Background: an optimization exercise with open tools, aiming at small area, a short achievable clock period and few clock cycles per item. Do not read the settings as production practice. In this exercise RTL edits were held to simulation tests only and were not proved equivalent to the original.

--- design/flow/config.mk ---
export PLATFORM = sky130hd
export DESIGN_NAME = simon_engine
export DESIGN_NICKNAME = simon_engine
export VERILOG_FILES = /design/flow/design.v
export SDC_FILE = /design/flow/constraint.sdc
export NUM_CORES = 4
export LEC_CHECK = 0
export ABC_CLOCK_PERIOD_IN_PS = 2100
export CAP_MARGIN = 20
export CORE_MARGIN = 2
export CORE_UTILIZATION = 40
export CTS_CLUSTER_DIAMETER = 120
export CTS_CLUSTER_SIZE = 24
export SETUP_SLACK_MARGIN = 1.85
export SLEW_MARGIN = 20
--- design/flow/constraint.sdc ---
create_clock -name core_clock -period 4.0 [get_ports {clk}]
set_input_delay 0.8000 -clock core_clock [delete_from_list [all_inputs] [get_ports {clk}]]
set_output_delay 0.8000 -clock core_clock [all_outputs]
set_load 0.01 [all_outputs]
--- design/flow/design.v ---
`timescale 1ns / 1ps
module simon_engine (
  input  logic           clk,                  
  input  logic           rst,                  
  input  logic           ctrl_in_begin,        
  input  logic [10:0]    ctrl_in_num_blocks,   
  input  logic [63:0]    ctrl_in_key,          
  output logic           done_intr,            
  output logic [31:0]    pt_addra,
  input  logic [31:0]    pt_rd_data,
  output logic [31:0]    ct_addra,
  output logic [31:0]    ct_wr_data,
  output logic [3:0]     ct_wea
);
  localparam int R  = 3;                
  localparam int NS = (32 + R - 1) / R;         
  localparam int R0 = 32 - R * (NS - 1);        
  localparam logic [61:0] Z = 62'b01100111000011010100100010111110110011100001101010010001011111;
  logic          run;      
  logic [NS:1]   tok;      
  logic [11:0]   rd;       
  logic [10:0]   wr;       
  logic          wea_r, done_r;
  wire start = !run && ctrl_in_begin;
  wire [11:0] last = {1'b0, ctrl_in_num_blocks} + 12'(NS - 1);
  always_ff @(posedge clk) begin
    if (!rst) begin
      run    <= 1'b0;
      tok    <= '0;
      rd     <= '0;
      wea_r  <= 1'b0;
      done_r <= 1'b0;
    end else begin
      tok    <= {tok[NS-1:1], start};
      if (start)
        run <= 1'b1;
      else if (done_r)
        run <= 1'b0;
      rd     <= (run && !done_r) ? rd + 1'b1 : {11'd0, start};
      wea_r  <= tok[NS] || (wea_r && !done_r);
      done_r <= run && (rd == last);
    end
    if (!run)
      wr <= '0;
    else if (wea_r)
      wr <= wr + 1'b1;
  end
  function automatic logic [15:0] ror(input logic [15:0] v, input int s);
    ror = (v >> s) | (v << (16 - s));
  endfunction
  function automatic logic [R-1:0] zbits(input int n);
    zbits = Z[R*n +: R];
  endfunction
  localparam logic [64*67-1:0] KM = {
    67'h8f01801401ec00a0,
    67'hc780400a00f60050,
    67'h263c02005007b0028,
    67'h231e09002803d0014,
    67'h18f04801c01e000a,
    67'h10c78a400600f0005,
    67'h63c5200b0078002,
    67'h1031e2900d8034001,
    67'h18f1480ec01a000,
    67'h80c70a40f6005000,
    67'hc06305207b002800,
    67'he03102903d801400,
    67'hf01801481ec00a00,
    67'h780c00a40f600500,
    67'h3c06005207b00280,
    67'h41e03002903d80140,
    67'ha080018014000c,
    67'h50c000400a0006,
    67'h10028600020050003,
    67'h10014300090028001,
    67'ha18004801c000,
    67'h50c00a4006000,
    67'h8002060052003000,
    67'h4001030029001800,
    67'ha000018014800c00,
    67'h500000c00a400600,
    67'h2800006005200300,
    67'h1400003002900180,
    67'ha000018014800c0,
    67'h500000c00a40060,
    67'h280000600520030,
    67'h20140000300290018,
    67'hc000080018000,
    67'h60000c0004000,
    67'h3000060002000,
    67'h8001000030001000,
    67'hc000000018000800,
    67'h600000000c000400,
    67'h3000000006000200,
    67'h1800000003000100,
    67'hc00000001800080,
    67'h600000000c00040,
    67'h300000000600020,
    67'h180000000300010,
    67'hc0000000180008,
    67'h600000000c0004,
    67'h30000000060002,
    67'h10018000000030001,
    67'h8000000000000000,
    67'h4000000000000000,
    67'h2000000000000000,
    67'h1000000000000000,
    67'h800000000000000,
    67'h400000000000000,
    67'h200000000000000,
    67'h100000000000000,
    67'h80000000000000,
    67'h40000000000000,
    67'h20000000000000,
    67'h10000000000000,
    67'h8000000000000,
    67'h4000000000000,
    67'h2000000000000,
    67'h1000000000000
  };
  localparam logic [63:0] KC = 64'ha0fcaffcfffc0000;
  function automatic logic [63:0] kstep(input logic [63:0] k, input logic [R-1:0] zb);
    for (int b = 0; b < 64; b++) kstep[b] = ^({zb, k} & KM[(R+64)*b +: R+64]) ^ KC[b];
  endfunction
  logic [63:0]  ks;
  logic [R-1:0] zr;
  wire  [63:0]  kn = kstep(ks, zr);
  always_ff @(posedge clk) begin
    ks <= run ? kn : ctrl_in_key;
    zr <= zbits(0);
    for (int s = 1; s < NS; s++)
      if (tok[s]) zr <= zbits(s);
  end
  function automatic int stage_of(input int j);
    stage_of = (j < R0) ? 0 : 1 + (j - R0) / R;
  endfunction
  logic [15:0] rkey [0:31];
  for (genvar j = 0; j < 32; j++) begin : g_key
    localparam int S = stage_of(j);
    localparam int O = j - R * (S - 1);
    if (j < 4) begin : g_in
      assign rkey[j] = ctrl_in_key[16*j +: 16];
    end else if (O < 4) begin : g_ks
      always_ff @(posedge clk)
        if (tok[S]) rkey[j] <= ks[16*O +: 16];
    end else begin : g_kn
      always_ff @(posedge clk)
        if (tok[S]) rkey[j] <= kn[16*(O-R) +: 16];
    end
  end
  function automatic logic [31:0] rounds(input logic [31:0] b, input logic [16*R-1:0] k, input int n);
    logic [15:0] x, y, t;
    x = b[31:16];
    y = b[15:0];
    for (int j = 0; j < n; j++) begin
      t = x;
      x = y ^ ({x[14:0], x[15]} & {x[7:0], x[15:8]}) ^ {x[13:0], x[15:14]} ^ k[16*j +: 16];
      y = t;
    end
    rounds = {x, y};
  endfunction
  logic [31:0] d [0:NS];
  assign d[0] = pt_rd_data;
  for (genvar s = 0; s < NS; s++) begin : g_stage
    localparam int F = (s == 0) ? 0 : R0 + R * (s - 1);    
    localparam int N = (s == 0) ? R0 : R;                  
    logic [16*R-1:0] k;
    for (genvar j = 0; j < R; j++) begin : g_k
      if (j < N) begin : g_v
        assign k[16*j +: 16] = rkey[F + j];
      end else begin : g_x
        assign k[16*j +: 16] = '0;
      end
    end
    always_ff @(posedge clk)
      d[s+1] <= rounds(d[s], k, N);
  end
  assign pt_addra   = {19'd0, rd[10:0], 2'b00};
  assign ct_addra   = {19'd0, wr, 2'b00};
  assign ct_wr_data = d[NS];
  assign ct_wea     = {4{wea_r}};
  assign done_intr  = done_r;
endmodule
--- design/flow/flow/run.sh ---
#!/bin/bash
# The standard layout, with every input and output port buffered by a plain
# sky130_fd_sc_hd__buf_1 instead of the default port buffer cell. The full
# output of the ORFS make run (synthesis, floorplan, placement, CTS, routing,
# finishing) goes to flow_make.log in this folder; ORFS also keeps each
# step's own log under orfs/logs.
set -euo pipefail
export BUFFER_PORTS_ARGS="-buffer_cell sky130_fd_sc_hd__buf_1"
bash standard.sh > flow_make.log 2>&1
--- design/flow/standard.sh ---
#!/bin/bash
# synth_recipe.tcl (not shown) runs the flow's synth.tcl, then flattens the netlist and writes it again
# the make line also repeats each setting of config.mk as NAME=value (left out here)
make -C /OpenROAD-flow-scripts/flow DESIGN_CONFIG=/design/flow/config.mk WORK_HOME=/design/flow/orfs CLKGATE_MAP_FILE= SYNTH_SCRIPT=/design/flow/synth_recipe.tcl "${@:-finish}"
==> summary.txt, run 1 <==
- The run finished with no timing, DRC or antenna violations.
* CTS tree: yes
- GR met2 Demand/Resource: 0.3715
* Crit path capture type: register
- Setup slack after layout: 1.808 ns
- The synthesized design contains 448 enable-type register cells.
- Register bit total from synthesis: 904
- Across every metal layer, demand over resource in global routing totals 0.2329.
- Max H-tree Level: 2
- CTS clock-pin slew for the worst setup and hold paths: 0.11 ns
- The final-report max-slew violation count was 0.
- Synth Warn #: 3
* Fraction of layout instances using a drive strength above 1: 0.1254
- The floorplan has 122 rows.
* Normalized max-slew margin: 0.3850
- Measured along the y axis, the die boundary spans 337.1 um.
* Number of buffers added by the clock tree synthesis step: 43
- Synthesized-area fraction occupied by and/or/nand/nor cells: 0.05642
* Number of global-route vias before repair: 23790
* Post-synthesis sequential area ratio: 0.5089
- In the synthesized netlist the async set-or-reset flop fraction comes to 0.
* Cell type with the highest aggregate area in the netlist: sky130_fd_sc_hd__edfxtp_1
* Number of failing setup endpoints in the final timing report: 0
- Unrepaired setup endpoints after global routing: yes
- STA puts the critical path data required time at 4.54 ns.
- Skew final: 0.03616 ns
* Crit Path Max Fanout: 4
- Post-Syn Area: 44380 um^2
- Number of hold-slack violations in the final timing report: 0
* Max Fclk: 0.4562 GHz
- For this run, the leading register cell type out of synthesis is sky130_fd_sc_hd__dfxtp_1.
* Count of max-cap constraint violations: 0
- Overall overflow remaining after global route: 0
* Clock Latency Late Sink: 0.66 ns
- HPWL after detailed placement: 93.72 mm
- Compared with the post-synthesis result, the final layout area differs by 11.13%.
- Once layout is complete, the cells apart from fillers number 5154.
- For this run, global-route usage on met1 was measured as 0.3385.
- After synthesis, the largest family of logic cells by area is XOR/XNOR gates.
- The die is 337.1 um wide.
* Number of port buffers: 168
- Entering global routing, the biggest net connects 69 pins.
- Before antenna repair, the detailed router went through 5 iterations.
- Summing over every cut layer, the via total after detailed routing is 24810.
* Post-route clock period utilization: 0.5480
- Data arrival time of the critical path: 2.74 ns
- Net count of the finished layout: 3740
* Gp weighted congestion: 0.8758
* Share of the synthesized netlist area taken by xor and xnor gates: 0.4051
* Sinks on Clock Net: 904
- Top cells by area, synth: sky130_fd_sc_hd__edfxtp_1, sky130_fd_sc_hd__xnor2_1, sky130_fd_sc_hd__dfxtp_1
* Number of I/O pins: 211
- In the routed layout, each cell is associated on average with a via count of 4.813.
- Placed cell count: 5034
- Dividing the detail-routed wire length by the instance count gives 25.85 um.
- The worst path needs 2.192 ns of the cycle, external delays included.
- The fraction of the mapped netlist area in compound gates is 0.006231.
* Multiplexer share of the synthesized area: 0.01021
- Floorplan Core Area: 110400 um^2
- Slew at the pin closest to its max-slew limit: 0.9225 ns
- CTS Buffer Depth: 3
- Routed wire length: 133.2 mm
- Averaged over all synthesized cells, the footprint is 13.20 um^2.
- Sorting the synthesized cells by how often they occur yields sky130_fd_sc_hd__xnor2_1, sky130_fd_sc_hd__nand2_1, sky130_fd_sc_hd__dfxtp_1, sky130_fd_sc_hd__edfxtp_1, sky130_fd_sc_hd__xor2_1.
- Setup TNS: 0 ns
- After clock tree synthesis, the flow added hold-fix buffers numbering 0.
- Of the total synthesized cell area, the portion taken by full adders, half adders and majority gates is 0.0008458.
- Initial antenna violation count: 20
- The most common cell in the synthesized netlist is sky130_fd_sc_hd__xnor2_1.
- Total die area: 113600 um^2
- Drc violations: 0
* Share of the synthesized area in the top cell type: 0.3031
- Synth cell types: 44
- Wire length of the first global-routing pass: 185.0 mm
* Critical path startpoint category: register
- By startpoint and endpoint, the worst setup path is classified as register to register.
- Cell count after synthesis: 3363
- The tree is rooted in a sky130_fd_sc_hd__clkbuf_16.
- The global routing stage identified its most utilized layer as met2.
* Initial core utilization: 0.4021
* Number of antenna-violating nets in the routed design: 0
- Hold WC Path Type: input pin to register
- The detailed router finished its first iteration with 2753 violations.
- In the global route stage, met3 resource usage came out at 0.02416.
- OpenSTA, run right after detailed placement, puts the worst setup slack at 1.249 ns.
[cells in the final DEF, fill, tap and decap left out, types with 14 or more instances in the layout]
cell type / n
sky130_fd_sc_hd__xnor2_1: 1065
sky130_fd_sc_hd__dfxtp_1: 411
sky130_fd_sc_hd__xnor3_1: 147
sky130_fd_sc_hd__nand2_1: 527
sky130_fd_sc_hd__and2_1: 17
sky130_fd_sc_hd__mux2_2: 38
sky130_fd_sc_hd__edfxtp_1: 448
sky130_fd_sc_hd__clkbuf_16: 45
sky130_fd_sc_hd__a21oi_1: 30
sky130_fd_sc_hd__buf_4: 71
sky130_fd_sc_hd__clkbuf_1: 31
sky130_fd_sc_hd__xnor2_2: 190
sky130_fd_sc_hd__conb_1: 42
sky130_fd_sc_hd__dfxtp_2: 42
sky130_fd_sc_hd__xnor2_4: 17
sky130_fd_sc_hd__xnor3_2: 14
sky130_fd_sc_hd__buf_1: 168
sky130_fd_sc_hd__nor2_1: 47
sky130_fd_sc_hd__xor2_1: 207
[cell families (layout without fill, tap and decap cells)]
logic type	Yosys count	after routing
xor+xnor	1650	1650
flops	904	904
simple gates	630	630
buf+inv	86	343
compound gates	49	49
mux	40	40
fa+ha+maj	3	3
other cells	1	47
[through the flow]
step,cell area (um^2),hold slack (ns),utilization
after detailed placement,47200,0.4334,0.4277
after global routing,49300,0.4476,0.4468
final,49320,0.4518,0.4469
after global placement,47000,0.4337,0.4259
after CTS,48790,0.4273,0.4421
after floorplan,44530,0.4177,-
[registers in the layout, indices dropped and copies added, names as in the netlist]
register	cells
wea_r	1
done_r	1
rkey	448
run	1
rd	12
d	352
tok	11
ks	64
zr	3
wr	11
[repair_timing]
action	4_1_cts	5_1_grt
gates cloned	0	0
endpoints found under the setup margin	119	113
pin swaps	8	14
resized for setup	36	68
endpoints found under the hold margin	0	0
buffers inserted	14	22
[worst max-delay path, cell delays in order (launching register included)]
cell and delay [ns]:
sky130_fd_sc_hd__dfxtp_1 0.48, sky130_fd_sc_hd__xor2_2 0.39, sky130_fd_sc_hd__xnor2_2 0.22, sky130_fd_sc_hd__xnor2_1 0.19, sky130_fd_sc_hd__xnor2_1 0.32, sky130_fd_sc_hd__xnor2_1 0.19, sky130_fd_sc_hd__mux2_2 0.29
[routing by layer]
| metal | vias up | routed length [um] | part of all wire |
|---|---|---|---|
| met3 | 132 | 10600 | 0.080 |
| met2 | 954 | 62090 | 0.47 |
| met1 | 12380 | 57300 | 0.43 |
| li1 | 11340 | - | - |
| met5 | - | 13 | 0.000098 |
| met4 | 2 | 3245 | 0.024 |
[area by class of cell]
cell class                 instances  area, um^2
fill                           10170       61050
inverter                           5       26.28
multi-input combinational       2414       21970
clock buffer                      76        1242
clock inverter                     3       55.05
antenna                            5       12.51
timing repair buffer             259        1506
sequential                       904       22650
tap                             1488        1862
[worst paths after layout]
| path | start | end | slack, ns | depth (start not counted) |
|---|---|---|---|---|
| setup / recovery | ks[16] | ks[57] | 1.81 | 6 |
| setup reg to reg | ks[16] | ks[57] | 1.81 | 6 |
| hold reg to reg | tok[9] | rkey[28][9] | 0.46 | 0 |
| hold / removal | ctrl_in_key[33] | ks[33] | 0.45 | 2 |
Testbench counts, summed over its fixed seeds: cycles 5,453, blocks 3,917.
==> run 2, diff against run 1 <==
--- a/design/flow/config.mk
+++ b/design/flow/config.mk
@@ -11,5 +11,5 @@
 export CORE_UTILIZATION = 40
 export CTS_CLUSTER_DIAMETER = 120
 export CTS_CLUSTER_SIZE = 24
-export SETUP_SLACK_MARGIN = 1.85
+export SETUP_SLACK_MARGIN = 2.0
 export SLEW_MARGIN = 20
==> summary.txt, run 2 <==
- For this configuration, the core starts out at a cell density of 0.4021.
- The top cell types in the final layout, fill and taps aside, are sky130_fd_sc_hd__xnor2_1, sky130_fd_sc_hd__nand2_1, sky130_fd_sc_hd__edfxtp_1, sky130_fd_sc_hd__dfxtp_1, sky130_fd_sc_hd__xnor2_2.
- Met1 routing resource usage after global routing: 0.3348
- From left edge to right edge, the die measures 337.1 um.
* Endpoint of the worst hold path: ks[33]
- For the worst setup path, the data required time is 4.53 ns.
* Share of the synthesized area in the top cell type: 0.3031
* Final max-slew violation count: 0
* Non-filler instance count after layout: 5256
- After clock tree synthesis, the clock-pin slew on the worst setup and hold paths is 0.11 ns.
* CTS Buffer Depth: 3
* Dominant cell type by count on the critical path: sky130_fd_sc_hd__xnor2_1
- Root buffer cell: sky130_fd_sc_hd__clkbuf_16
* Overall overflow remaining after global route: 0
- The cell count after synthesis came out at 3363.
* GR met2 Demand/Resource: 0.3799
- The clock drives 904 sinks.
- Setup violations remaining at the end of the flow were counted as 0.
- The worst hold path passes through 2 cells.
- Hold-fix buffers, CTS: 0
* Worst path buffer plus inverter count: 0
- Met3 layer usage reported by global route: 0.02462
- Fraction of layout instances using a drive strength above 1: 0.2372
- In this run the count of I/O pins placed on the die edge is 211.
* Count of max-cap constraint violations: 0
- The largest registers in the layout are rkey x448, d x352, ks x64.
- Setup slack after layout: 1.993 ns
- HPWL after detailed placement: 95.16 mm
- Top cell types by occurrence after synthesis: sky130_fd_sc_hd__xnor2_1, sky130_fd_sc_hd__nand2_1, sky130_fd_sc_hd__dfxtp_1, sky130_fd_sc_hd__edfxtp_1, sky130_fd_sc_hd__xor2_1
* Top cells by area, synth: sky130_fd_sc_hd__edfxtp_1, sky130_fd_sc_hd__xnor2_1, sky130_fd_sc_hd__dfxtp_1
- At the end of the flow, the number of nets in the layout was 3839.
* Post-Syn Area: 44380 um^2
- For this run, the total global-route usage over all layers was measured as 0.2343.
- Of the available clock period, the critical path in the final layout requires 0.5018.
- After synthesis the netlist holds a flip-flop and latch count of 904.
- STA classifies the critical path endpoint as a register.
* Max H-tree Level: 2
- First-pass DRT Iterations: 7
- Leading cell type in the layout, fill and taps excluded: sky130_fd_sc_hd__xnor2_1
* Max Fclk: 0.4982 GHz
- Flip-flop count of the largest register, all copies and words added: 448
* CTS tree: yes
- Wire length of the first global-routing pass: 186.7 mm
- The largest single stage delay on the critical path is 0.56 ns.
- Pin count of the biggest net entering global routing: 50
* Routing layer with the top usage in global route: met2
* Worst R2R Start: ks[46]
- The region available for standard cell placement spans 110400 um^2.
* Total number of vias: 25510
* Mean routed wirelength per cell: 25.63 um
- For this block, the routed nets add up to 134.7 mm of wire.
- Number of antenna-violating nets in the routed design: 0
* Setup slack of the worst register-to-register path: 1.99 ns
- The number of global-route vias before repair is 24360.
- STA puts the critical path data arrival time at 2.54 ns.
* Gp weighted congestion: 0.9140
* Number of port buffers: 168
* Top FF cell, synth: sky130_fd_sc_hd__dfxtp_1
- The worst setup path is launched from a register.
- In this run, the number of DRC markers left after iteration 0 of detailed routing was 2768.
- CP cell instances: xnor2_1, xnor2_2, xnor2_1, xnor2_1, xnor2_1, mux2_2
* Synth cell types: 44
- Via-per-instance ratio: 4.853
- The worst path needs 2.007 ns of the cycle, external delays included.
- The clock reaches the later pin of the worst-skew pair after 0.65 ns.
* Number of hold-slack violations in the final timing report: 0
* Crit Path Max Fanout: 5
- Post-Place Setup Slack: 1.457 ns
* Total die area: 113600 um^2
* WS Path Type: register to register
* Number of cells on the worst reg-to-reg path: 6
- Drc violations: 0
- End of the worst register-to-register path: ks[62]
- A synthesized cell averages 13.20 um^2.
- Unrepaired setup endpoints after global routing: yes
* Slowest cell on crit path: sky130_fd_sc_hd__dfxtp_2
- In the final timing run, aggregate negative setup slack is 0 ns.
* Hold WC Path Type: input pin to register
- On the critical path the largest part of the delay comes from XOR/XNOR gates.
* Post-synthesis sequential area ratio: 0.5089
- Cell type with the highest aggregate area in the netlist: sky130_fd_sc_hd__edfxtp_1
* Area growth from synthesis to final layout: 15.98%
* Normalized max-slew margin: 0.3019
- Status: finished clean
* Initial antenna violation count: 26
* Post-route worst hold slack: 0.4467 ns
* Asr flop ratio synth: 0
- Startpoint of the lowest-slack hold path: ctrl_in_key[33]
- Slew at the pin closest to its max-slew limit: 1.047 ns
- FP Rows: 122
* Core Util, Final: 0.4664
- Clock skew on the completed layout was measured at 0.03195 ns.
- Register name with the most flops: rkey
- Synth Warn #: 3
- Chip Height: 337.1 um
- After detailed placement, the design holds a cell count of 5037.
* EDFF count, synth: 448
- Library cell with the highest instance count after synthesis: sky130_fd_sc_hd__xnor2_1
- Number of buffers added by the clock tree synthesis step: 43
## run 2: what timing repair did
item | 4_1_cts | 5_1_grt
pin swaps | 32 | 63
setup buffers | 65 | 67
resized for setup | 225 | 269
endpoints found under the setup margin | 256 | 200
## run 2: how the worst max path moves through the flow
| stage | startpoint | to | slack (ns) | cells after the start |
|---|---|---|---|---|
| floorplan | tok[5] | zr[1] | 1.90 | 2 |
| global placement | ks[26] | rkey[22][9] | 1.06 | 3 |
| detailed placement | ctrl_in_key[46] | d[2][18] | 1.46 | 7 |
| CTS | ks[59] | ks[59] | 1.97 | 7 |
| global route | ks[16] | ks[57] | 1.92 | 6 |
| finish | ks[46] | ks[62] | 1.99 | 6 |
## run 2: metrics by stage
step           area, um^2
6_report            51470
2_1_floorplan       44540
3_3_place_gp        47050
5_1_grt             51450
3_5_place_dp        47150
4_1_cts             49820
## run 2: kinds of logic (layout without fill, tap and decap cells)
| logic type | count (synthesis) | after routing | synth area share |
|---|---|---|---|
| other | 1 | 50 | 0.00008450 |
| AOI/OAI and AO/OA | 49 | 49 | 0.006231 |
| xor gates and xnor gates | 1650 | 1650 | 0.4051 |
| buffers and inverters | 86 | 442 | 0.01226 |
| muxes | 40 | 40 | 0.01021 |
| adders and majority gates | 3 | 3 | 0.0008459 |
| DFF | 904 | 904 | 0.5089 |
| and+or+nand+nor | 630 | 630 | 0.05642 |
## run 2: layer usage
| layer | vias to the layer above | routed length (um) |
|---|---|---|
| li1 | 11540 | - |
| met1 | 12830 | 58090 |
| met2 | 988 | 64140 |
| met3 | 155 | 9038 |
| met4 | 0 | 3452 |
| met5 | - | 0 |
## run 2: cell type report
type                    instances  area (um^2)
well taps                    1488         1862
multi-input cells            2414        23140
fillers                      9952        58890
repair buffers                358         2344
flip-flops and latches        904        22820
clock buffers                  75         1217
clock inverters                 4        36.28
inverters                       5        26.28
diodes                          8        20.02
==> run 3, diff against run 2 <==
--- a/design/flow/config.mk
+++ b/design/flow/config.mk
@@ -5,7 +5,7 @@
 export SDC_FILE = /design/flow/constraint.sdc
 export NUM_CORES = 4
 export LEC_CHECK = 0
-export ABC_CLOCK_PERIOD_IN_PS = 2100
+export ABC_CLOCK_PERIOD_IN_PS = 2000
 export CAP_MARGIN = 20
 export CORE_MARGIN = 2
 export CORE_UTILIZATION = 40
==> summary.txt, run 3 <==
- The library cell used most frequently in the layout, excluding fill and tap cells, is sky130_fd_sc_hd__xnor2_1.
* Crit path capture type: register
- The worst setup path is launched from a register.
- Register bit total from synthesis: 904
* Largest family of logic cells by synthesized area: XOR/XNOR gates
* Compound-Gate Fraction of Synth Area: 0.006231
- WP data required: 4.53 ns
- Cell count after synthesis: 3363
- For this run the aggregate overflow at the end of global routing stands at 0.
- CTS Buffer Depth: 3
- Sinks on Clock Net: 904
* All-Layer GR Usage: 0.2343
- For the final routed database, the setup TNS stands at 0 ns.
- Met3 wire length: 9.038 mm
- Of the cells placed in the final design, the portion with a size suffix greater than 1 is 0.2372.
* Drc violations: 0
* CP cell instances: xnor2_1, xnor2_2, xnor2_1, xnor2_1, xnor2_1, mux2_2
* Synthesized-area fraction occupied by and/or/nand/nor cells: 0.05642
- Routed wire length: 134.7 mm
- The first global-routing pass estimated 186.7 mm of wire.
- Slew at the pin closest to its max-slew limit: 1.047 ns
- The initial antenna violation count came to 26.
* Count of max-cap constraint violations: 0
* Library cell with the highest instance count after synthesis: sky130_fd_sc_hd__xnor2_1
- After detailed routing, the number of vias per cell comes to 4.853.
- The most used flip-flop cell after synthesis is sky130_fd_sc_hd__dfxtp_1.
* Root buffer cell: sky130_fd_sc_hd__clkbuf_16
- Number of I/O pins: 211
- In this run the core area contains 122 standard-cell rows.
* Area growth from synthesis to final layout: 15.98%
- Final max-slew violation count: 0
- The floorplan step defined a core boundary enclosing 110400 um^2.
- Top cell types by occurrence after synthesis: sky130_fd_sc_hd__xnor2_1, sky130_fd_sc_hd__nand2_1, sky130_fd_sc_hd__dfxtp_1, sky130_fd_sc_hd__edfxtp_1, sky130_fd_sc_hd__xor2_1
- Asr flop ratio synth: 0
- The count of buffers added on input and output ports is 168.
- Startpoint of the lowest-slack hold path: ctrl_in_key[33]
- Entering global routing, the biggest net connects 50 pins.
- sky130_fd_sc_hd__edfxtp_1 takes more of the synthesized area than any other cell.
- Hold WC Path Type: input pin to register
* Hold-fix buffers, CTS: 0
- Derived from the worst setup path, the maximum achievable clock frequency is 0.4982 GHz.
- Worst R2R Start: ks[46]
- In this run the cell area measured after placement is 47150 um^2.
- The clock tree synthesis step divided the H-tree into 2 levels.
* HPWL after detailed placement: 95.16 mm
* Number of DRC markers after the initial detailed-route iteration: 2768
- At the end of the flow, the number of nets in the layout was 3839.
* CTS tree: yes
- Initial core utilization: 0.4021
- The clock arrives with 0.03195 ns of skew.
- The die is 337.1 um wide.
- After clock tree synthesis, the clock-pin slew on the worst setup and hold paths is 0.11 ns.
* Dominant cell type by count on the critical path: sky130_fd_sc_hd__xnor2_1
- The floorplan step set the die height to 337.1 um.
* Number of global-route vias before repair: 24360
- Share of the synthesized netlist area taken by xor and xnor gates: 0.4051
- Total die area: 113600 um^2
- The worst path in the final design needs a cycle of 2.007 ns, including I/O delays and setup.
- Synth cell types: 44
* Highest routed layer: met4
- In the layout the commonest cells are sky130_fd_sc_hd__xnor2_1, sky130_fd_sc_hd__nand2_1, sky130_fd_sc_hd__edfxtp_1, sky130_fd_sc_hd__dfxtp_1, sky130_fd_sc_hd__xnor2_2.
- More flip-flops sit in one register than any other, and that register is rkey.
- Normalized max-slew margin: 0.3019
* Adder-cell share of the synthesized area: 0.0008458
- The flow ran to the end and the layout has no timing, DRC or antenna violations.
- The register with the most flip-flops in the layout has 448 of them.
- In this design, the stage delay of the slowest critical-path cell is 0.56 ns.
* Average size of a mapped cell: 13.20 um^2
- First-pass DRT Iterations: 7
- Of the post-synthesis cell area, the part taken by muxes is 0.01021.
- Yosys mapped a number of flops with a built-in enable equal to 448.
* Number of hold-slack violations in the final timing report: 0
* Critical path startpoint: ks[46]
- Clock Latency Late Sink: 0.65 ns
* Post-Syn Area: 44380 um^2
- Setup violations remaining at the end of the flow were counted as 0.
- Top cells by area, synth: sky130_fd_sc_hd__edfxtp_1, sky130_fd_sc_hd__xnor2_1, sky130_fd_sc_hd__dfxtp_1
- Number of cells on the worst reg-to-reg path: 6
- Post-synthesis sequential area ratio: 0.5089
* Met2 WL: 64.14 mm
- The worst hold path was traced through 2 stages.
- Gp weighted congestion: 0.9140
* Share of the synthesized area in the top cell type: 0.3031
- In the finished design, the share of the clock period the worst path needs comes to 0.5018.
- Number of antenna-violating nets in the routed design: 0
- Across all layers, the routed design uses 25510 vias.
- M1 wire length: 58.09 mm
- The largest registers in the layout are rkey x448, d x352, ks x64.
- WS Path Type: register to register
- For this run, the number of Yosys warnings is 3.
* Slowest cell on crit path: sky130_fd_sc_hd__dfxtp_2
- Unrepaired setup endpoints after global routing: yes
* Data arrival time of the critical path: 2.54 ns
- Cell area after layout: 51470 um^2
- Dividing the detail-routed wire length by the instance count gives 25.63 um.
- Buffers inserted during clock tree synthesis total 43.
- In this run the worst path has a maximum fanout of 5.
run 3: worst max-delay path: cells and delay by family, from the launching register on:
family	cells	cell delay (ns)
xor gates and xnor gates	5	1.06
muxes	1	0.28
DFF	1	0.56
run 3: repair_timing:
item	CTS	global route
pin swaps	32	63
setup buffers	65	67
resized for setup	225	269
endpoints found under the setup margin	256	200
run 3: cells by family (layout without fill, tap and decap cells):
family,count (synthesis),after routing
simple gates,630,630
mux,40,40
buf+inv,86,442
xor+xnor,1650,1650
other cells,1,50
compound gates,49,49
flops,904,904
fa+ha+maj,3,3
run 3: path summary, 6_finish.rpt:
check,slack [ns],to
setup / recovery,1.99,ks[62]
hold / removal,0.45,ks[33]
setup reg to reg,1.99,ks[62]
hold reg to reg,0.46,wea_r
run 3: layer usage:
metal  up-vias  GRT usage
li1      11540          -
met1     12830     0.3348
met2       988     0.3799
met3       155    0.02462
met4         0    0.06060
met5         -          0
run 3: cell type report:
cell class / count / area, um^2
clock buffer: 75 / 1217
sequential: 904 / 22820
timing repair buffer: 358 / 2344
clock inverter: 4 / 36.28
fill: 9952 / 58890
antenna: 8 / 20.02
multi-input combinational: 2414 / 23140
tap: 1488 / 1862
inverter: 5 / 26.28
run 3: stage by stage:
| step | util | std cells | hold slack (ns) | setup slack (ns) |
|---|---|---|---|---|
| after global routing | 0.4662 | 5248 | 0.4606 | 1.920 |
| after detailed placement | 0.4272 | 5037 | 0.4286 | 1.457 |
| after global placement | 0.4263 | 5035 | 0.4364 | 1.059 |
| after CTS | 0.4515 | 5181 | 0.4321 | 1.973 |
| after floorplan | - | 3404 | 0.4177 | 1.903 |
| final | 0.4664 | 5256 | 0.4467 | 1.993 |
==> run 4, diff against run 3 <==
==> design/flow/config.mk (replaced) <==
export PLATFORM = sky130hd
export DESIGN_NAME = simon_engine
export DESIGN_NICKNAME = simon_engine
export VERILOG_FILES = /design/flow/design.v
export SDC_FILE = /design/flow/constraint.sdc
export NUM_CORES = 4
export LEC_CHECK = 0
export ABC_CLOCK_PERIOD_IN_PS = 2100
export CAP_MARGIN = 20
export CORE_MARGIN = 2
export CORE_UTILIZATION = 40
export CTS_CLUSTER_DIAMETER = 120
export CTS_CLUSTER_SIZE = 24
export SETUP_SLACK_MARGIN = 1.9
export SLEW_MARGIN = 20
==> summary.txt, run 4 <==
- At the later pin of the worst-skew pair, clock insertion delay measures 0.66 ns.
- OpenSTA, run right after detailed placement, puts the worst setup slack at 1.411 ns.
- Register name with the most flops: rkey
* Unrepaired setup endpoints after global routing: yes
- Registers with the most flip-flops: rkey x448, d x352, ks x64
- Setup slack on the critical path of the routed design comes to 1.889 ns.
* Area growth from synthesis to final layout: 11.95%
- Between clock sinks in the finished design, the worst skew comes to 0.04581 ns.
* Post-route worst hold slack: 0.4432 ns
- The run finished with no timing, DRC or antenna violations.
* Hold WC Path Type: input pin to register
- The worst register-to-register path ends at ks[33].
- Net count of the finished layout: 3761
- Yosys instantiated no cell more often than sky130_fd_sc_hd__xnor2_1.
* Number of hold-slack violations in the final timing report: 0
- STA puts the critical path data required time at 4.60 ns.
- The die covers 113600 um^2.
* Pin count of the biggest net entering global routing: 57
* Post-synthesis sequential area ratio: 0.5089
- Number of port buffers: 168
- After detailed routing, the number of vias per cell comes to 4.822.
- In this run the standard cell core region covers 110400 um^2.
- In the global route stage, overall resource usage came out at 0.2324.
* Slew at the pin closest to its max-slew limit: 1.117 ns
- Headroom to the max-slew limit came out at 0.2550.
- Placed cell count: 5031
* Filler instances: 10010
- After floorplanning, the core was divided into 122 placement rows.
* CTS tree: yes
- Routed wire length: 133.8 mm
* WS Path Type: register to register
* Startpoint of the lowest-slack hold path: ctrl_in_key[33]
- Setup violations remaining at the end of the flow were counted as 0.
- CTS clock-pin slew for the worst setup and hold paths: 0.11 ns
- The count of nets left with antenna violations once routing finished came out at 0.
- Share of the synthesized area in the top cell type: 0.3031
* Sinks on Clock Net: 904
* Number of DRC markers after the initial detailed-route iteration: 2767
- The synthesized design spends more area on one cell type than any other, namely sky130_fd_sc_hd__edfxtp_1.
- The average instance in the mapped netlist occupies 13.20 um^2.
- In the layout the commonest cells are sky130_fd_sc_hd__xnor2_1, sky130_fd_sc_hd__nand2_1, sky130_fd_sc_hd__edfxtp_1, sky130_fd_sc_hd__dfxtp_1, sky130_fd_sc_hd__xnor2_2.
- Chip Height: 337.1 um
- Top cell types by occurrence after synthesis: sky130_fd_sc_hd__xnor2_1, sky130_fd_sc_hd__nand2_1, sky130_fd_sc_hd__dfxtp_1, sky130_fd_sc_hd__edfxtp_1, sky130_fd_sc_hd__xor2_1
* Number of global-route vias before repair: 24380
- In this run, post-CTS hold repair placed 0 buffers.
- Horizontal extent of the die: 337.1 um
* Count of max-cap constraint violations: 0
- Counting flops with a built-in enable in the synthesized netlist gives 448.
- Counting instances, the worst hold path has a depth of 2.
- Number of buffers added by the clock tree synthesis step: 43
- In the finished design, the share of the clock period the worst path needs comes to 0.5277.
* Flip-flop count of the largest register, all copies and words added: 448
- The initial antenna violation count is 21.
* Initial core utilization: 0.4021
- Critical path startpoint category: register
- After synthesis the netlist holds a flip-flop and latch count of 904.
* Number of cells on the worst reg-to-reg path: 6
- Leading cell type in the layout, fill and taps excluded: sky130_fd_sc_hd__xnor2_1
- In the final layout, the share of cells above drive strength 1 is 0.1529.
- Asr flop ratio synth: 0
- The number of different library cells used by synthesis comes to 44.
* Cell count after synthesis: 3363
* HPWL after detailed placement: 93.60 mm
- Routability-driven placement finished with a final weighted congestion of 0.9082.
- Wire length of the first global-routing pass: 185.2 mm
* Setup TNS: 0 ns
- In this run the cell area of the synthesized design comes to 44380 um^2.
- After detailed routing, the number of remaining DRC violations is 0.
* Endpoint of the worst hold path: ks[33]
- Max Fclk: 0.4738 GHz
* Final max-slew violation count: 0
- Total number of vias: 24980
* CTS Buffer Depth: 3
* Root buffer cell: sky130_fd_sc_hd__clkbuf_16
- At the worst endpoint, the arrival time is 2.71 ns.
- Mean routed wirelength per cell: 25.83 um
* Synth Warn #: 3
* Worst R2R Start: ks[34]
- In the synthesized netlist the dominant register cell turns out to be sky130_fd_sc_hd__dfxtp_1.
- Crit path capture type: register
- Setup slack of the worst register-to-register path: 1.89 ns
* Non-filler instance count after layout: 5179
- First-pass DRT Iterations: 5
- Overall overflow remaining after global route: 0
* Top cells by area, synth: sky130_fd_sc_hd__edfxtp_1, sky130_fd_sc_hd__xnor2_1, sky130_fd_sc_hd__dfxtp_1
- Max H-tree Level: 2
- Number of I/O pins: 211
- Along the worst path, the maximum fanout reaches 11.
- Min Tclk post-route: 2.111 ns
[run 4: changes by cell type in the layout (fill, tap and decap cells not counted), moves of 12 or more]
| cell | change |
|---|---|
| sky130_fd_sc_hd__xnor2_1 | +79 |
| sky130_fd_sc_hd__dfxtp_1 | +71 |
| sky130_fd_sc_hd__buf_4 | -70 |
| sky130_fd_sc_hd__xnor2_2 | -67 |
| sky130_fd_sc_hd__xnor3_1 | +67 |
| sky130_fd_sc_hd__xnor3_2 | -67 |
| sky130_fd_sc_hd__dfxtp_2 | -51 |
| sky130_fd_sc_hd__buf_1 | +22 |
| sky130_fd_sc_hd__buf_2 | -22 |
| sky130_fd_sc_hd__dfxtp_4 | -20 |
| sky130_fd_sc_hd__xnor2_4 | -12 |
| sky130_fd_sc_hd__xor2_1 | +12 |
[run 4: area by class of cell]
class                   instances  area [um^2]  area share
diodes                         10        25.02   0.0005037
multi-input cells            2414        22220      0.4472
clock buffers                  75         1227     0.02471
flip-flops and latches        904        22690      0.4566
inverters                       5        26.28   0.0005289
well taps                    1488         1862     0.03748
clock inverters                 3        33.78   0.0006800
repair buffers                280         1603     0.03226
[run 4: routing by layer]
layer  vias to the layer above  track usage  wire length, um  part of all wire
met4                         0      0.05405             2854             0.021
met5                         -            0                0                 0
met3                       123      0.03163            10260             0.077
li1                      11380            -                -                 -
met2                       958       0.3784            63160              0.47
met1                     12520       0.3281            57520              0.43
[run 4: cell families after synthesis]
logic type               share of synthesized area
XOR/XNOR                                    0.4051
flip-flops                                  0.5089
AND/OR/NAND/NOR                            0.05642
buffers and inverters                      0.01226
AO/OA/AOI/OAI                             0.006231
multiplexers                               0.01021
adder cells (fa/ha/maj)                  0.0008459
other                                   0.00008450
[run 4: what timing repair did]
item                       4_1_cts  5_1_grt
pin swaps                       11       30
setup endpoints to repair      130      150
setup buffers                   22       38
resized for setup               60      139
[run 4: how the worst max path moves through the flow]
stage	startpoint	slack [ns]	end	cells past startpoint
2_1_floorplan	tok[5]	1.90	zr[1]	2
3_3_place_gp	ks[26]	1.22	rkey[31][9]	3
3_5_place_dp	ks[16]	1.41	rkey[25][0]	4
4_1_cts	ks[60]	1.86	rkey[4][8]	4
5_1_grt	ks[54]	1.86	ks[58]	7
6_report	ks[34]	1.89	ks[33]	6
[run 4: critical path, cell delays in order (launching register included)]
cell,delay [ns]
sky130_fd_sc_hd__dfxtp_1,0.34
sky130_fd_sc_hd__buf_6,0.32
sky130_fd_sc_hd__xnor2_1,0.27
sky130_fd_sc_hd__xor2_1,0.32
sky130_fd_sc_hd__xnor2_2,0.18
sky130_fd_sc_hd__xor2_1,0.37
sky130_fd_sc_hd__mux2_2,0.23
[run 4: through the flow]
stage               utilization  instance area, um^2
floorplan                     -                44540
global placement         0.4260                47010
detailed placement       0.4263                47050
CTS                      0.4421                48790
global route             0.4499                49650
finish                   0.4501                49680
==> run 5, diff against run 4 <==
--- a/design/flow/config.mk
+++ b/design/flow/config.mk
@@ -11,5 +11,6 @@
 export CORE_UTILIZATION = 40
 export CTS_CLUSTER_DIAMETER = 120
 export CTS_CLUSTER_SIZE = 24
-export SETUP_SLACK_MARGIN = 1.9
+export PLACE_DENSITY = 0.7
+export SETUP_SLACK_MARGIN = 1.95
 export SLEW_MARGIN = 20
==> summary.txt, run 5 <==
- Number of global-route vias before repair: 24130
- Leading cell types in the layout, fill and taps excluded: sky130_fd_sc_hd__xnor2_1, sky130_fd_sc_hd__nand2_1, sky130_fd_sc_hd__edfxtp_1, sky130_fd_sc_hd__dfxtp_1, sky130_fd_sc_hd__xnor2_2
- The first global-routing pass estimated 175.4 mm of wire.
- Hold WC Path Type: register to register
- In the final routed layout, each cell accounts on average for 24.37 um.
- Register bit total from synthesis: 904
- Yosys printed 3 warnings.
- The register with the most flip-flops in the layout has 448 of them.
- Initial antenna violation count: 28
- Total die area: 113600 um^2
- Across every metal layer, demand over resource in global routing totals 0.2171.
- Final max-slew violation count: 0
- Crit Path Max Fanout: 10
- For the final database, setup skew stands at 0.05752 ns.
- The library cell used most frequently in the layout, excluding fill and tap cells, is sky130_fd_sc_hd__xnor2_1.
- Share of the synthesized area in the top cell type: 0.3031
* Register name with the most flops: rkey
* CTS tree: yes
- A synthesized cell averages 13.20 um^2.
- Asr flop ratio synth: 0
- Floorplan Core Area: 110400 um^2
* Filler instances: 9868
- Counting every instance in the synthesized netlist gives 3363.
- Top cell types by occurrence after synthesis: sky130_fd_sc_hd__xnor2_1, sky130_fd_sc_hd__nand2_1, sky130_fd_sc_hd__dfxtp_1, sky130_fd_sc_hd__edfxtp_1, sky130_fd_sc_hd__xor2_1
- Count of max-cap constraint violations: 0
- Hold-fix buffers, CTS: 0
* Max Fclk: 0.4876 GHz
- Core Util, Final: 0.4524
* Number of port buffers: 168
- Horizontal extent of the die: 337.1 um
- Post-Syn Area: 44380 um^2
- Clock Latency Late Sink: 0.63 ns
- Critical path startpoint category: register
- Fraction of layout instances using a drive strength above 1: 0.1659
* Synth cell types: 44
- Library cell with the highest instance count after synthesis: sky130_fd_sc_hd__xnor2_1
- The clock passes through at most 3 buffers.
- Entering global routing, the biggest net connects 71 pins.
* Unrepaired setup endpoints after global routing: yes
- Net count of the finished layout: 3771
- Setup TNS: 0 ns
* Cell type with the highest aggregate area in the netlist: sky130_fd_sc_hd__edfxtp_1
- WS Path Type: register to register
- The run finished with no timing, DRC or antenna violations.
- Data arrives at the worst endpoint at 2.58 ns.
- Drc violations: 0
- Routed wire length: 126.3 mm
- Using the TritonRoute via totals, the vias-per-cell ratio works out to 4.895.
- In the final layout, the registers with the most flip-flops are rkey x448, d x352, ks x64.
* Area growth from synthesis to final layout: 12.51%
* Root buffer cell: sky130_fd_sc_hd__clkbuf_16
- Initial core utilization: 0.4021
- Global routing finished with a remaining overflow of 0.
- Post-route clock period utilization: 0.5127
* Total number of vias: 25380
- Slew at the pin closest to its max-slew limit: 1.151 ns
- CTS clock-pin slew for the worst setup and hold paths: 0.10 ns
* Sinks on Clock Net: 904
- The number of endpoints with negative hold slack in the final report is 0.
* Post-synthesis sequential area ratio: 0.5089
* Top FF cell, synth: sky130_fd_sc_hd__dfxtp_1
* Number of failing setup endpoints in the final timing report: 0
- Sorting the synthesized cells by area gives the leading types as sky130_fd_sc_hd__edfxtp_1, sky130_fd_sc_hd__xnor2_1, sky130_fd_sc_hd__dfxtp_1.
- After floorplanning, the core was divided into 122 placement rows.
- Min Tclk post-route: 2.051 ns
- In this run, synthesis inferred 448 flip-flops with an integrated enable.
* Max H-tree Level: 2
- TritonCTS created 43 clock buffers.
* HPWL after detailed placement: 88.90 mm
* Normalized max-slew margin: 0.2315
- STA puts the critical path data required time at 4.53 ns.
- Routability-driven placement finished with a final weighted congestion of 0.9232.
* Number of DRC markers after the initial detailed-route iteration: 2920
- Number of antenna-violating nets in the routed design: 0
* Number of I/O pins: 211
- Before antenna repair, the detailed router went through 5 iterations.
- Crit path capture type: register
* Chip Height: 337.1 um
run 5: worst max-delay path, cell delays in order, from the launching register on:
cell                      delay [ns]
sky130_fd_sc_hd__dfxtp_1        0.41
sky130_fd_sc_hd__buf_6          0.24
sky130_fd_sc_hd__xnor2_1        0.22
sky130_fd_sc_hd__xor2_1         0.29
sky130_fd_sc_hd__xnor2_1        0.13
sky130_fd_sc_hd__xnor2_1        0.30
sky130_fd_sc_hd__xnor2_1        0.10
sky130_fd_sc_hd__mux2_2         0.26
run 5: path summary, 6_finish.rpt:
path | from | endpoint | slack (ns) | depth (start not counted)
max | ks[44] | ks[57] | 1.95 | 7
min | tok[11] | wea_r | 0.46 | 1
max reg2reg | ks[44] | ks[57] | 1.95 | 7
min reg2reg | tok[11] | wea_r | 0.46 | 1
run 5: repair_timing:
item	4_1_cts	5_1_grt
pin swaps	14	38
setup buffers	26	42
resized for setup	80	170
setup endpoints to repair	171	196
run 5: metrics by stage:
step | instance area [um^2] | setup WS [ns] | cells | hold slack (ns)
2_1_floorplan | 44540 | 1.903 | 3404 | 0.4177
3_3_place_gp | 47040 | 1.417 | 5033 | 0.4370
3_5_place_dp | 47050 | 1.473 | 5033 | 0.4311
4_1_cts | 48850 | 1.853 | 5136 | 0.4347
5_1_grt | 49910 | 1.898 | 5179 | 0.4576
6_report | 49930 | 1.949 | 5185 | 0.4553
run 5: area by class of cell:
class,instances,area (um^2),area share
diodes,7,17.52,0.0003508
clock buffers,76,1242,0.02488
clock inverters,1,8.758,0.0001754
inverters,5,26.28,0.0005263
multi-input cells,2414,22400,0.4485
flip-flops and latches,904,22710,0.4549
well taps,1488,1862,0.03729
repair buffers,290,1667,0.03338
run 5: cells by family (layout without fill, tap and decap cells):
| group | count (synthesis) | in the layout | share of synthesized area |
|---|---|---|---|
| DFF | 904 | 904 | 0.5089 |
| buffers and inverters | 86 | 372 | 0.01226 |
| and+or+nand+nor | 630 | 630 | 0.05642 |
| xor gates and xnor gates | 1650 | 1650 | 0.4051 |
| muxes | 40 | 40 | 0.01021 |
| other | 1 | 49 | 0.00008450 |
| AOI/OAI and AO/OA | 49 | 49 | 0.006231 |
| adders and majority gates | 3 | 3 | 0.0008459 |
run 5: metal layers:
metal / GRT usage / vias up / share of wire
met3: 0.03129 / 197 / 0.099
met4: 0.06972 / 6 / 0.033
met5: 0 / - / 0.00028
li1: - / 11400 / -
met1: 0.3009 / 12500 / 0.40
met2: 0.3500 / 1284 / 0.47
==> run 6, diff against run 5 <==
--- a/design/flow/config.mk
+++ b/design/flow/config.mk
@@ -11,6 +11,6 @@
 export CORE_UTILIZATION = 40
 export CTS_CLUSTER_DIAMETER = 120
 export CTS_CLUSTER_SIZE = 24
-export PLACE_DENSITY = 0.7
+export GPL_ROUTABILITY_DRIVEN = 0
 export SETUP_SLACK_MARGIN = 1.95
 export SLEW_MARGIN = 20
==> summary.txt, run 6 <==
- Counting both buffers and inverters, the worst setup path holds a total of 1.
- Number of cells on the worst reg-to-reg path: 4
- Entering global routing, the biggest net connects 78 pins.
- Synth cell types: 44
* Initial antenna violation count: 18
* WP data required: 4.48 ns
- The floorplan has 122 rows.
- The worst register-to-register path begins at ks[25].
- In this run, synthesis produced a sequential element count of 904.
- Stage delay of the slowest cell on the critical path: 0.49 ns
- The number of global-route vias before repair was 23760.
- Clock Latency Late Sink: 0.66 ns
* Cell type with the highest aggregate area in the netlist: sky130_fd_sc_hd__edfxtp_1
* Fraction of layout instances using a drive strength above 1: 0.1937
- For hold timing, the worst endpoint is ks[8].
* Mean routed wirelength per cell: 25.33 um
- Drc violations: 0
* Hold-fix buffers, CTS: 0
- Subtracting the final worst setup slack from the clock period gives 2.090 ns.
- Setup slack of the worst register-to-register path: 1.91 ns
* Flip-flop count of the largest register, all copies and words added: 448
* WS Path Type: register to register
- Average size of a mapped cell: 13.20 um^2
* Number of I/O pins: 211
- Post-synthesis sequential area ratio: 0.5089
- The number of endpoints with negative hold slack in the final report came to 0.
- Overall overflow remaining after global route: 0
- Skew final: 0.03725 ns
* CTS clock-pin slew for the worst setup and hold paths: 0.10 ns
- In this run the critical register-to-register path is captured at rkey[25][8].
- The H-tree was split into 2 levels.
- Data on the critical path arrives at its endpoint at 2.57 ns.
* Net count of the finished layout: 3791
* All-Layer GR Usage: 0.2286
- Setup violations remaining at the end of the flow were counted as 0.
- Registers with the most flip-flops: rkey x448, d x352, ks x64
- Hold WC Path Type: input pin to register
- Chip Height: 337.1 um
- The final-report max-slew violation count came to 0.
* Placed cell count: 5031
- Number of DRC markers after the initial detailed-route iteration: 2628
* Critical path startpoint category: register
* Setup TNS: 0 ns
* Top FF cell, synth: sky130_fd_sc_hd__dfxtp_1
* CTS tree: yes
- Of all flip-flops after synthesis, the portion carrying an async set or reset was 0.
* Max Fclk: 0.4785 GHz
- Top delay family on crit path: XOR/XNOR gates
* Via-per-instance ratio: 4.804
- Across the run, the number of max-cap violations was 0.
- Crit path capture type: register
- EDFF count, synth: 448
- Total die area: 113600 um^2
- Counting instances, the worst hold path has a depth of 2.
* Number of gates on the worst path with buffers counted: 4
* Top cells by area, synth: sky130_fd_sc_hd__edfxtp_1, sky130_fd_sc_hd__xnor2_1, sky130_fd_sc_hd__dfxtp_1
- Wire length of the first global-routing pass: 181.2 mm
* Horizontal extent of the die: 337.1 um
- The detailed router placed 25060 vias in this run.
- For this run, the number of standard cells in the final layout without fillers is 5216.
- The clock drives 904 sinks.
* Share of the synthesized area in the top cell type: 0.3031
* Floorplan Core Area: 110400 um^2
* CTS Buffer Depth: 3
* Top cell types by occurrence after synthesis: sky130_fd_sc_hd__xnor2_1, sky130_fd_sc_hd__nand2_1, sky130_fd_sc_hd__dfxtp_1, sky130_fd_sc_hd__edfxtp_1, sky130_fd_sc_hd__xor2_1
* Slew at the pin closest to its max-slew limit: 1.090 ns
- The count of buffers added on input and output ports is 168.
* Slowest cell on crit path: sky130_fd_sc_hd__dfxtp_1
- Initial core utilization: 0.4021
* Area growth from synthesis to final layout: 13.77%
* HPWL after detailed placement: 93.24 mm
- Post-Syn Area: 44380 um^2
* Synth Warn #: 3
- Of the available clock period, the critical path in the final layout requires 0.5224.
- Crit Path Max Fanout: 8
- More flip-flops sit in one register than any other, and that register is rkey.
* Leading cell type in the layout, fill and taps excluded: sky130_fd_sc_hd__xnor2_1
- Among all cell types in the netlist, the one instantiated most often is sky130_fd_sc_hd__xnor2_1.
- The tree is rooted in a sky130_fd_sc_hd__clkbuf_16.
- Cell count after synthesis: 3363
- The run finished with no timing, DRC or antenna violations.
- Counting the buffers created by CTS gives 43.
- Core Util, Final: 0.4575
- CP cell instances: xor2_2, xnor2_1, xnor2_4, buf_16
- In this run the tightest slew margin relative to its limit is 0.2724.
* Routed wire length: 132.1 mm
* Unrepaired setup endpoints after global routing: yes
- The count of nets left with antenna violations once routing finished came out at 0.
- First-pass DRT Iterations: 5
* Startpoint of the lowest-slack hold path: ctrl_in_key[8]
- The top cell types in the final layout, fill and taps aside, are sky130_fd_sc_hd__xnor2_1, sky130_fd_sc_hd__nand2_1, sky130_fd_sc_hd__edfxtp_1, sky130_fd_sc_hd__dfxtp_1, sky130_fd_sc_hd__xnor2_2.
run 6: cell counts after synthesis:
Identical to the previous run, type by type.
run 6: logic make-up (layout without fill, tap and decap cells):
logic type	after synthesis	after routing	synth area share
AO/OA/AOI/OAI	49	49	0.006231
XOR/XNOR	1650	1650	0.4051
adder cells (fa/ha/maj)	3	3	0.0008459
buffers and inverters	86	394	0.01226
flip-flops	904	904	0.5089
multiplexers	40	40	0.01021
other	1	58	0.00008450
AND/OR/NAND/NOR	630	630	0.05642
run 6: layout make-up:
cell class | count | area, um^2
tap | 1488 | 1862
antenna | 16 | 40.04
clock buffer | 75 | 1196
fill | 10010 | 59870
clock inverter | 4 | 57.56
sequential | 904 | 22750
inverter | 5 | 26.28
multi-input combinational | 2414 | 22660
timing repair buffer | 310 | 1896
run 6: metal layers:
| layer | vias up | share of wire | GRT usage |
|---|---|---|---|
| li1 | 11460 | - | - |
| met1 | 12520 | 0.43 | 0.3169 |
| met2 | 903 | 0.47 | 0.3631 |
| met3 | 163 | 0.078 | 0.04302 |
| met4 | 6 | 0.027 | 0.06810 |
| met5 | - | 0.00025 | 0 |
run 6: worst max-delay path by stage:
stage | from | endpoint | slack, ns
2_1_floorplan | tok[5] | zr[1] | 1.90
3_3_place_gp | ks[25] | rkey[22][8] | 0.91
3_5_place_dp | ks[51] | ks[16] | 1.31
4_1_cts | ks[59] | ks[59] | 1.92
5_1_grt | ks[25] | rkey[25][8] | 1.84
6_report | ks[25] | rkey[25][8] | 1.91
run 6: per-stage QoR:
stage	setup WS, ns	area, um^2	hold WS, ns
3_5_place_dp	1.306	47070	0.4258
5_1_grt	1.836	50450	0.4643
4_1_cts	1.921	49130	0.4325
3_3_place_gp	0.9148	46990	0.4428
6_report	1.910	50490	0.4525
2_1_floorplan	1.903	44540	0.4177
run 6: repair_timing:
action	CTS	global route
endpoints found under the setup margin	203	210
buffers inserted	39	51
gates resized for setup	121	220
endpoints found under the hold margin	0	0
pin swaps	24	45
==> run 7, diff against run 6 <==
--- a/design/flow/config.mk
+++ b/design/flow/config.mk
@@ -11,6 +11,5 @@
 export CORE_UTILIZATION = 40
 export CTS_CLUSTER_DIAMETER = 120
 export CTS_CLUSTER_SIZE = 24
-export GPL_ROUTABILITY_DRIVEN = 0
 export SETUP_SLACK_MARGIN = 1.95
 export SLEW_MARGIN = 20
==> summary.txt, run 7 <==
* Non-filler instance count after layout: 5238
* Number of port buffers: 168
- Post-Place Setup Slack: 1.335 ns
- Total number of vias: 25240
* Crit path capture type: register
* Setup slack after layout: 1.962 ns
- Clock Latency Late Sink: 0.66 ns
- Detailed placement ended at an HPWL of 93.62 mm.
- Setup repair after global routing could not meet its margin everywhere.
- Number of antenna-violating nets in the routed design: 0
* Chip Height: 337.1 um
- The number of global-route vias before repair is 24340.
- Min Tclk post-route: 2.038 ns
- Gp weighted congestion: 0.8889
* CTS Buffer Depth: 3
* Placed cell count: 5035
* Cell type with the highest aggregate area in the netlist: sky130_fd_sc_hd__edfxtp_1
- Via-per-instance ratio: 4.818
- Initial antenna violation count: 25
- The first detailed-routing pass took 6 iterations.
- Crit Path Max Fanout: 4
- Top cell types by occurrence after synthesis: sky130_fd_sc_hd__xnor2_1, sky130_fd_sc_hd__nand2_1, sky130_fd_sc_hd__dfxtp_1, sky130_fd_sc_hd__edfxtp_1, sky130_fd_sc_hd__xor2_1
* Registers with the most flip-flops: rkey x448, d x352, ks x64
* Sinks on Clock Net: 904
* Status: finished clean
- Register name with the most flops: rkey
- Critical path startpoint category: register
- Overall overflow remaining after global route: 0
- Post-route clock period utilization: 0.5094
* Hold WC Path Type: input pin to register
* Skew final: 0.03916 ns
- EDFF count, synth: 448
* Fraction of layout instances using a drive strength above 1: 0.1921
* Register bit total from synthesis: 904
- The clock tree synthesis step divided the H-tree into 2 levels.
* Area growth from synthesis to final layout: 13.87%
- Setup total negative slack on the finished layout was measured at 0 ns.
- Yosys attributes the largest share of cell area to sky130_fd_sc_hd__edfxtp_1, sky130_fd_sc_hd__xnor2_1, sky130_fd_sc_hd__dfxtp_1.
- Net count of the finished layout: 3818
- CTS clock-pin slew for the worst setup and hold paths: 0.11 ns
- The initial utilization of the core area, before any placement, comes to 0.4021.
- Number of hold-slack violations in the final timing report: 0
- Counting distinct cell types in the post-synthesis netlist gives 44.
* Flip-flop count of the largest register, all copies and words added: 448
- Number of buffers added by the clock tree synthesis step: 43
- In the layout the commonest cells are sky130_fd_sc_hd__xnor2_1, sky130_fd_sc_hd__nand2_1, sky130_fd_sc_hd__edfxtp_1, sky130_fd_sc_hd__dfxtp_1, sky130_fd_sc_hd__xnor2_2.
- TritonCTS built the clock tree.
* Top FF cell, synth: sky130_fd_sc_hd__dfxtp_1
- Floorplan Core Area: 110400 um^2
- The final layout contains routed wiring with a total length of 132.9 mm.
- The cell sitting at the root of the clock tree is a sky130_fd_sc_hd__clkbuf_16.
- FP Rows: 122
- Across every metal layer, demand over resource in global routing totals 0.2322.
- Hold is met by 0.4432 ns.
* Library cell with the highest instance count after synthesis: sky130_fd_sc_hd__xnor2_1
* Number of failing setup endpoints in the final timing report: 0
- Data arrival time of the critical path: 2.58 ns
- Max Fclk: 0.4907 GHz
- A synthesized cell averages 13.20 um^2.
* Cell count after synthesis: 3363
- For this run, asynchronously set or reset flops after synthesis account for 0.
- Share of the synthesized area in the top cell type: 0.3031
* Number of DRC markers after the initial detailed-route iteration: 2560
- Mean routed wirelength per cell: 25.38 um
* WS Path Type: register to register
- Of the synthesized area, sequential elements account for 0.5089.
- The die is 337.1 um wide.
- The first global-routing pass estimated 185.7 mm of wire.
* WP data required: 4.55 ns
- Total die area: 113600 um^2
- Number of I/O pins: 211
- In this run the cell area of the synthesized design comes to 44380 um^2.
- Slew at the pin closest to its max-slew limit: 1.082 ns
- The tool flagged a number of max-cap violations equal to 0.
- The worst pin sits at a relative slew slack of 0.2785.
- Final max-slew violation count: 0
* Leading cell type in the layout, fill and taps excluded: sky130_fd_sc_hd__xnor2_1
- Drc violations: 0
- During synthesis, Yosys emitted a total of 3 warnings.
* Pin count of the biggest net entering global routing: 53
[run 7: changes by cell type in the layout (fill, tap and decap cells not counted), moves of 5 or more]
cell,previous run,this run
sky130_fd_sc_hd__dfxtp_1,347,354
sky130_fd_sc_hd__dfxtp_2,97,88
sky130_fd_sc_hd__xnor2_1,996,1009
sky130_fd_sc_hd__xnor3_2,70,59
sky130_fd_sc_hd__xnor3_1,91,102
sky130_fd_sc_hd__xnor2_2,253,241
sky130_fd_sc_hd__buf_4,120,151
sky130_fd_sc_hd__buf_6,11,6
[run 7: path summary, 6_finish.rpt]
path | from | end | slack, ns | depth (start not counted)
worst max-delay path | ks[31] | ks[57] | 1.96 | 6
worst min-delay path | ctrl_in_key[8] | ks[8] | 0.44 | 2
worst max register to register | ks[31] | ks[57] | 1.96 | 6
worst min register to register | tok[11] | wea_r | 0.46 | 1
[run 7: area by class of cell]
class                   count  area [um^2]
fillers                  9998        59830
multi-input cells        2414        22540
repair buffers            337         2081
clock inverters             5        61.31
clock buffers              73         1189
flip-flops and latches    904        22740
well taps                1488         1862
inverters                   5        26.28
diodes                     12        30.03
[run 7: cell families after synthesis]
family	after synthesis	share of synthesized area
AOI/OAI and AO/OA	49	0.006231
xor gates and xnor gates	1650	0.4051
adders and majority gates	3	0.0008459
buffers and inverters	86	0.01226
DFF	904	0.5089
muxes	40	0.01021
other	1	0.00008450
and+or+nand+nor	630	0.05642
[run 7: worst max-delay path: stages, from the launching register on]
cell and delay (ns):
sky130_fd_sc_hd__dfxtp_1 0.58, sky130_fd_sc_hd__xnor2_2 0.21, sky130_fd_sc_hd__xor2_1 0.35, sky130_fd_sc_hd__xnor2_1 0.17, sky130_fd_sc_hd__xnor2_1 0.28, sky130_fd_sc_hd__xnor2_1 0.10, sky130_fd_sc_hd__mux2_2 0.26
[run 7: through the flow]
stage	cell area (um^2)	utilization
6_report	50530	0.4579
3_3_place_gp	47020	0.4260
2_1_floorplan	44540	-
5_1_grt	50500	0.4576
3_5_place_dp	47130	0.4271
4_1_cts	49360	0.4472
[run 7: layer usage]
layer / global-route usage / wire [um] / vias to the layer above
met3: 0.02772 / 9620 / 118
li1: - / - / 11500
met1: 0.3304 / 57570 / 12650
met5: 0 / 0 / -
met2: 0.3784 / 62960 / 973
met4: 0.05300 / 2791 / 0
[run 7: repair_timing]
item                       CTS  global route
hold buffers                 0             0
resized for setup          139           173
setup endpoints to repair  172           142
pin swaps                   30            49
setup buffers               54            59

static timing again, ports no longer ideal:
How much do the figures lean on ideal ports? The routed layouts below were timed once more, with nothing changed but the port constraints.
Step 1 sets driving cells, clkbuf_16 on the clock port and buf_2 on the other inputs (assumed; they add their load-dependent delay and slew).
Step 2 times the ports against the registers' clock, not the clock port: input delays grow and output delays shrink by t, the midpoint of the rising clock arrivals with the driver on.
Three values: ideal, step 1, step 2; two values: the first two.
run | shift t [ns] | setup WS [ns] | worst data-port slew with drivers (ns)
run 1 | 0.705 | 1.808 / 1.808 / 1.392 | 0.09
run 2 | 0.700 | 1.993 / 1.969 / 1.520 | 0.06
run 3 | 0.700 | 1.993 / 1.969 / 1.520 | 0.06
run 4 | 0.705 | 1.889 / 1.872 / 1.398 | 0.06
run 5 | 0.670 | 1.949 / 1.924 / 1.489 | 0.07
run 6 | 0.710 | 1.910 / 1.910 / 1.354 | 0.06
run 7 | 0.709 | 1.962 / 1.917 / 1.458 | 0.06
After both steps setup and hold are still met in every run listed. The setup slack of run 6, which loses most, moves by 0.000 ns with the drivers and by -0.556 ns with both steps.
